From an optimization exercise on the open Yosys and OpenROAD flow, aimed at small area and a short achievable clock period; shortcuts taken in it are not production practice.
At most, simulation tests tie the RTL to the original design; equivalence was not proved.

==> flow/design.v (excerpt) <==
module gte_mac123 (
   input  wire               clk,
   input  wire               reset,
   input  wire               trigger,
   input  wire signed [31:0] mul1,
   input  wire signed [31:0] mul2,
   input  wire signed [44:0] add,
   input  wire               sub,
   input  wire               swap,
   input  wire               save_shifted,
   input  wire               use_ir,
   input  wire               ir_shift,
   input  wire               ir_shift_flag,
   input  wire               sat_ir,
   input  wire               sat_ir_flag,
   input  wire               use_result,
   output wire signed [31:0] mac_result,
   output reg                mac_writeback,
   output wire signed [15:0] ir_result,
   output reg                ir_writeback,
   output reg  signed [44:0] mac_last,
   output wire signed [31:0] mac_shifted,
   output wire               flag_mac_uf,
   output wire               flag_mac_of,
   output wire               flag_ir
);
Size in the first run: ~3100 cells after synthesis, about 190 flip-flops, roughly 250 I/O pins.
Settings: LEC_CHECK=0, ABC_AREA=1, CAP_MARGIN=20, CORE_MARGIN=2, CORE_UTILIZATION=40, SLEW_MARGIN=20, SYNTH_HIERARCHICAL=1; clock period 14.0 ns.
standard.sh (not shown) runs the stock make flow with config.mk's settings and CLKGATE_MAP_FILE= SYNTH_SCRIPT=/design/flow/synth_recipe.tcl, a recipe that flattens the netlist after the stock synthesis.
==> flow/flow/run.sh <==
#!/bin/bash
# The standard layout (the standard.sh with its unchanged synthesis) with two
# changes to how the layout is made: the port buffers are plain buffers
# (sky130_fd_sc_hd__buf_1) instead of the delay cells buffer_ports picks by
# default, and ORFS's timing repair is asked for a setup margin past what the
# clock period needs. The clock and constraints are the design's.
# make's full output goes to make_finish.log in the work folder.
set -euo pipefail
here="$(cd "$(dirname "${BASH_SOURCE[0]}")/.." && pwd)"
cd "$here"
bash ./standard.sh "BUFFER_PORTS_ARGS=-buffer_cell sky130_fd_sc_hd__buf_1" \
  SETUP_SLACK_MARGIN=7.0 finish > make_finish.log 2>&1
The baseline passed the timing, design-rule and antenna checks.
Next try:
--- a/flow/flow/run.sh
+++ b/flow/flow/run.sh
@@ -12 +12 @@
-  SETUP_SLACK_MARGIN=7.0 finish > make_finish.log 2>&1
+  SETUP_SLACK_MARGIN=7.3 finish > make_finish.log 2>&1
Result: Final cell count rose slightly; setup slack is better by 0.090 ns; utilization rose by 1.5 points.
Function was not checked in any run of this note: the RTL went through the layout flow alone.

* * *

Another version of the RTL of gte_mac123 (not shown whole).
Size: about 190 flip-flops, ~250 I/O pins, roughly 0.026 sq mm of cells after synthesis.
Settings: LEC_CHECK=0, ABC_AREA=1, CAP_MARGIN=20, CORE_MARGIN=2, CORE_UTILIZATION=40, SLEW_MARGIN=20, SYNTH_HIERARCHICAL=1; clock period 14.0 ns.
==> flow/flow/run.sh <==
#!/bin/bash
# The standard layout (the standard.sh with its unchanged synthesis) with two
# changes to how the layout is made: the port buffers are plain buffers
# (sky130_fd_sc_hd__buf_1) instead of the delay cells buffer_ports picks by
# default, and ORFS's timing repair is asked for a setup margin past what the
# clock period needs. The clock and constraints are the design's.
# make's full output goes to make_finish.log in the work folder.
set -euo pipefail
here="$(cd "$(dirname "${BASH_SOURCE[0]}")/.." && pwd)"
cd "$here"
bash ./standard.sh "BUFFER_PORTS_ARGS=-buffer_cell sky130_fd_sc_hd__buf_1" \
  SETUP_SLACK_MARGIN=7.1 finish > make_finish.log 2>&1
==> next run, changes <==
--- a/flow/flow/run.sh
+++ b/flow/flow/run.sh
@@ -12 +12 @@
-  SETUP_SLACK_MARGIN=7.1 finish > make_finish.log 2>&1
+  SETUP_SLACK_MARGIN=6.8 finish > make_finish.log 2>&1
Area after synthesis does not change.
Global-route usage went down by 0.67 points.
Cell count went down by 1.4%.
Wire length falls by 2.6%.
Setup slack loses 270 ps.
Worst hold slack stays flat.
Die area does not change.
Non-clock buffer count is lower by 56.
Cell area falls by 3.9%.
Utilization drops by 1.8 points.

* * *

run A:
gte_mac123, a different RTL version from the one above (not shown whole).
For scale: roughly 3100 cells after synthesis, about 190 flip-flops, roughly 27000 um2 of cells after synthesis.
Settings: LEC_CHECK=0, ABC_AREA=1, CAP_MARGIN=20, CORE_MARGIN=2, CORE_UTILIZATION=40, SLEW_MARGIN=20, SYNTH_HIERARCHICAL=1, TNS_END_PERCENT=30; clock period 14.0 ns.
==> flow/flow/run.sh <==
#!/bin/bash
# The standard layout (the standard.sh with its unchanged synthesis) with two
# changes to how the layout is made: the port buffers are plain buffers
# (sky130_fd_sc_hd__buf_1) instead of the delay cells buffer_ports picks by
# default, and ORFS's timing repair is asked for a setup margin past what the
# clock period needs. The clock and constraints are the design's.
# make's full output goes to make_finish.log in the work folder.
set -euo pipefail
here="$(cd "$(dirname "${BASH_SOURCE[0]}")/.." && pwd)"
cd "$here"
bash ./standard.sh "BUFFER_PORTS_ARGS=-buffer_cell sky130_fd_sc_hd__buf_1" \
  SETUP_SLACK_MARGIN=7.0 finish > make_finish.log 2>&1
For run B, these inputs were changed with respect to run A:
# run A
export LEC_CHECK = 0
export ABC_AREA = 1
export CAP_MARGIN = 20
export CORE_MARGIN = 2
export CORE_UTILIZATION = 40
export SLEW_MARGIN = 20
export SYNTH_HIERARCHICAL = 1
export TNS_END_PERCENT = 30
create_clock -name core_clock -period 14.0 [get_ports {clk}]
# run B
export LEC_CHECK = 0
export ABC_AREA = 1
export ABC_CLOCK_PERIOD_IN_PS = 2500
export CAP_MARGIN = 20
export CORE_MARGIN = 2
export CORE_UTILIZATION = 40
export SLEW_MARGIN = 20
export SYNTH_HIERARCHICAL = 1
create_clock -name core_clock -period 14.0 [get_ports {clk}]
### Flow results
Compared run A against run B; summed area of non-filler cells in the final layout within noise. Summary — peak clock frequency supported by timing, run B relative to run A: higher, by 1.7%. As far as detailed-route wire length is concerned, run B and run A perform about the same.
For run C, these inputs were changed with respect to run B:
# run B
export LEC_CHECK = 0
export ABC_AREA = 1
export ABC_CLOCK_PERIOD_IN_PS = 2500
export CAP_MARGIN = 20
export CORE_MARGIN = 2
export CORE_UTILIZATION = 40
export SLEW_MARGIN = 20
export SYNTH_HIERARCHICAL = 1
create_clock -name core_clock -period 14.0 [get_ports {clk}]
# run C
export LEC_CHECK = 0
export ABC_AREA = 1
export CAP_MARGIN = 0
export CORE_MARGIN = 2
export CORE_UTILIZATION = 40
export SLEW_MARGIN = 0
export SYNTH_HIERARCHICAL = 1
create_clock -name core_clock -period 14.0 [get_ports {clk}]
==> run notes <==
- Per the comparison of run C with run B, setup slack -0.014 ns, wire length was more or less identical, cell count barely changed, synthesized-area fraction occupied by ao, oa, aoi and oai cells did not really move.
- In summary, run C completed successfully, with a layout that passed the timing, design-rule and antenna checks.
Inputs modified between run C and run D:
# run C
export LEC_CHECK = 0
export ABC_AREA = 1
export CAP_MARGIN = 0
export CORE_MARGIN = 2
export CORE_UTILIZATION = 40
export SLEW_MARGIN = 0
export SYNTH_HIERARCHICAL = 1
create_clock -name core_clock -period 14.0 [get_ports {clk}]
# run D
export LEC_CHECK = 0
export ABC_AREA = 1
export CAP_MARGIN = 20
export CORE_MARGIN = 2
export CORE_UTILIZATION = 40
export SLEW_MARGIN = 20
export SYNTH_HIERARCHICAL = 1
create_clock -name core_clock -period 14.0 [get_ports {clk}]
==> flow/run.sh (new file) <==
#!/bin/bash
# synth_recipe.tcl (not shown) runs the flow's synth.tcl, then flattens the netlist and writes it again
# the make line also repeats each setting of config.mk as NAME=value (left out here)
make -C /OpenROAD-flow-scripts/flow DESIGN_CONFIG=/design/flow/config.mk WORK_HOME=/design/flow/orfs CLKGATE_MAP_FILE= SYNTH_SCRIPT=/design/flow/synth_recipe.tcl finish
removed: flow/flow/run.sh
removed: flow/standard.sh
==> comparison <==
Run D completed end to end with timing, DRC and antenna clean.
The lower total detailed-routing wirelength came out of run D.
Run D against run C: total routing usage reported by global routing shows no meaningful change.
Input-level comparison between run E and run D:
==> flow/flow/run.sh (new file) <==
#!/bin/bash
# The standard layout (the standard.sh with its unchanged synthesis) with two
# changes to how the layout is made: the port buffers are plain buffers
# (sky130_fd_sc_hd__buf_1) instead of the delay cells buffer_ports picks by
# default, and ORFS's timing repair is asked for a setup margin past what the
# clock period needs. The clock and constraints are the design's.
# make's full output goes to make_finish.log in the work folder.
set -euo pipefail
here="$(cd "$(dirname "${BASH_SOURCE[0]}")/.." && pwd)"
cd "$here"
bash ./standard.sh "BUFFER_PORTS_ARGS=-buffer_cell sky130_fd_sc_hd__buf_1" \
  SETUP_SLACK_MARGIN=6.8 finish > make_finish.log 2>&1
==> flow/standard.sh (new file) <==
#!/bin/bash
# synth_recipe.tcl (not shown) runs the flow's synth.tcl, then flattens the netlist and writes it again
# the make line also repeats each setting of config.mk as NAME=value (left out here)
make -C /OpenROAD-flow-scripts/flow DESIGN_CONFIG=/design/flow/config.mk WORK_HOME=/design/flow/orfs CLKGATE_MAP_FILE= SYNTH_SCRIPT=/design/flow/synth_recipe.tcl "${@:-finish}"
removed: flow/run.sh
## What came out
Compared with run D, in run E total length of routed met3 wires rose by 620 um, overall die area shows no meaningful change. Compared with run D, in run E flip-flop and latch count held; area taken by flip-flops and latches went up 28 um2; worst-skew pair later-pin latency held; worst reg-to-reg path cell count went up 2; sum of routed wire length over all layers went up 1.8 mm. On pin slew with the least headroom to its limit: between run E and run D, it ends up higher for run E. Setup slack: run E more than run D.

* * *

## try-willow
Another version of the RTL of gte_mac123 (not shown whole).
Size in the first run: about 3300 cells after synthesis, roughly 190 flip-flops, about 250 I/O pins, roughly 28000 um^2 of cells after synthesis.
export LEC_CHECK = 0
export ABC_AREA = 1
export CAP_MARGIN = 20
export CORE_MARGIN = 2
export CORE_UTILIZATION = 40
export SLEW_MARGIN = 20
export SYNTH_HIERARCHICAL = 1
create_clock -name core_clock -period 14.0 [get_ports {clk}]
run.sh (not shown) runs the stock make flow with config.mk's settings and CLKGATE_MAP_FILE= SYNTH_SCRIPT=/design/flow/synth_recipe.tcl, a recipe that flattens the netlist after the stock synthesis.
Stock flow here: none of the scripts above is used.
#### Input delta (try-lagoon over try-willow)
==> flow/flow/run.sh (new file) <==
#!/bin/bash
# The standard layout (the standard.sh with its unchanged synthesis) with two
# changes to how the layout is made: the port buffers are plain buffers
# (sky130_fd_sc_hd__buf_1) instead of the delay cells buffer_ports picks by
# default, and ORFS's timing repair is asked for a setup margin past what the
# clock period needs. The clock and constraints are the design's.
# make's full output goes to make_finish.log in the work folder.
set -euo pipefail
here="$(cd "$(dirname "${BASH_SOURCE[0]}")/.." && pwd)"
cd "$here"
bash ./standard.sh "BUFFER_PORTS_ARGS=-buffer_cell sky130_fd_sc_hd__buf_1" \
  SETUP_SLACK_MARGIN=6.8 finish > make_finish.log 2>&1
==> flow/standard.sh (new file) <==
#!/bin/bash
# synth_recipe.tcl (not shown) runs the flow's synth.tcl, then flattens the netlist and writes it again
# the make line also repeats each setting of config.mk as NAME=value (left out here)
make -C /OpenROAD-flow-scripts/flow DESIGN_CONFIG=/design/flow/config.mk WORK_HOME=/design/flow/orfs CLKGATE_MAP_FILE= SYNTH_SCRIPT=/design/flow/synth_recipe.tcl "${@:-finish}"
removed: flow/run.sh
### Flow results
Compared with try-willow, try-lagoon shows a shortest period the worst path allows that is 0.79 ns lower. Relative to try-willow, the data arrival time of the critical path of try-lagoon is higher by 2.37 ns.
What try-delta does differently from try-lagoon at the input level:
diff --git a/flow/flow/run.sh b/flow/flow/run.sh
--- a/flow/flow/run.sh
+++ b/flow/flow/run.sh
@@ -11,2 +11,2 @@
 bash ./standard.sh "BUFFER_PORTS_ARGS=-buffer_cell sky130_fd_sc_hd__buf_1" \
-  SETUP_SLACK_MARGIN=6.8 finish > make_finish.log 2>&1
+  SETUP_SLACK_MARGIN=7.5 finish > make_finish.log 2>&1
==> run notes <==
try-delta has completed all stages; timing, DRC and antenna checks passed. try-lagoon: no failed stages, no open violations at the end. | layout-stage area growth over the synthesis result | higher: try-delta |. [compare] base=try-lagoon new=try-delta: wire length on met3 rose about 18%; setup skew after layout fell 0.0093 ns; global routing usage on met2 rose 1.5 points. Worst hold slack: try-lagoon vs try-delta, no meaningful difference. Between try-lagoon and try-delta, the achievable clock frequency is lower for try-lagoon.
Edits applied to the flow inputs when going from try-delta to try-umber:
- a change of CORE_UTILIZATION from 40 to 55
==> comparison <==
Total met3 wirelength after detailed routing, try-delta and try-umber: lower on try-delta. try-umber reached the final stage; the timing, design-rule and antenna checks on its layout passed. From try-delta to try-umber, clock tree buffer depth did not move at all. Compared with try-delta, try-umber shows a first-pass GRT wire length that is 3.0 mm higher. Final non-filler cell total sits lower in try-umber than in try-delta.
Function was not checked in any run of this note: the RTL went through the layout flow alone.

[separate check: timing with driven ports]
How much do the figures lean on ideal ports? The routed layouts below were timed once more, with nothing changed but the port constraints.
Step 1 assumes that a clkbuf_16 drives the clock port and a buf_2 every other input.
Step 2 times the ports against the registers' clock, not the clock port: input delays grow and output delays shrink by t, the midpoint of the rising clock arrivals with the driver on.
a / b / c = no drivers / after step 1 / after step 2; a / b = the first two.
| run | t (ns) | setup slack, ns | slew at the worst register clock pin (ns) | cell pins on the clock port's net |
|---|---|---|---|---|
| the first run of note 1 | 0.532 | 7.072 / 7.041 / 6.561 | 0.09 / 0.09 | 1 |
| the second run of note 1 | 0.532 | 7.162 / 7.113 / 6.835 | 0.09 / 0.09 | 1 |
| the first run of note 2 | 0.547 | 7.176 / 7.155 / 6.655 | 0.09 / 0.09 | 1 |
| the second run of note 2 | 0.543 | 6.907 / 6.934 / 6.391 | 0.10 / 0.10 | 1 |
| run A | 0.552 | 6.926 / 6.959 / 6.407 | 0.08 / 0.08 | 1 |
| run B | 0.552 | 7.041 / 7.007 / 6.527 | 0.08 / 0.08 | 1 |
| run C | 0.550 | 7.027 / 7.009 / 6.514 | 0.08 / 0.08 | 1 |
| run D | 0.543 | 6.166 / 6.104 / 5.983 | 0.08 / 0.08 | 1 |
| run E | 0.552 | 6.905 / 6.928 / 6.375 | 0.10 / 0.10 | 1 |
| try-willow | 0.530 | 6.146 / 6.100 / 6.119 | 0.09 / 0.09 | 1 |
| try-lagoon | 0.536 | 6.933 / 6.963 / 6.427 | 0.09 / 0.09 | 1 |
| try-delta | 0.544 | 7.460 / 7.398 / 6.996 | 0.08 / 0.08 | 1 |
| try-umber | 0.542 | 7.357 / 7.296 / 6.976 | 0.09 / 0.09 | 1 |
After both steps setup and hold are still met in every run listed. The setup slack of run E, which loses most, moves by +0.023 ns with the drivers and by -0.530 ns with both steps.
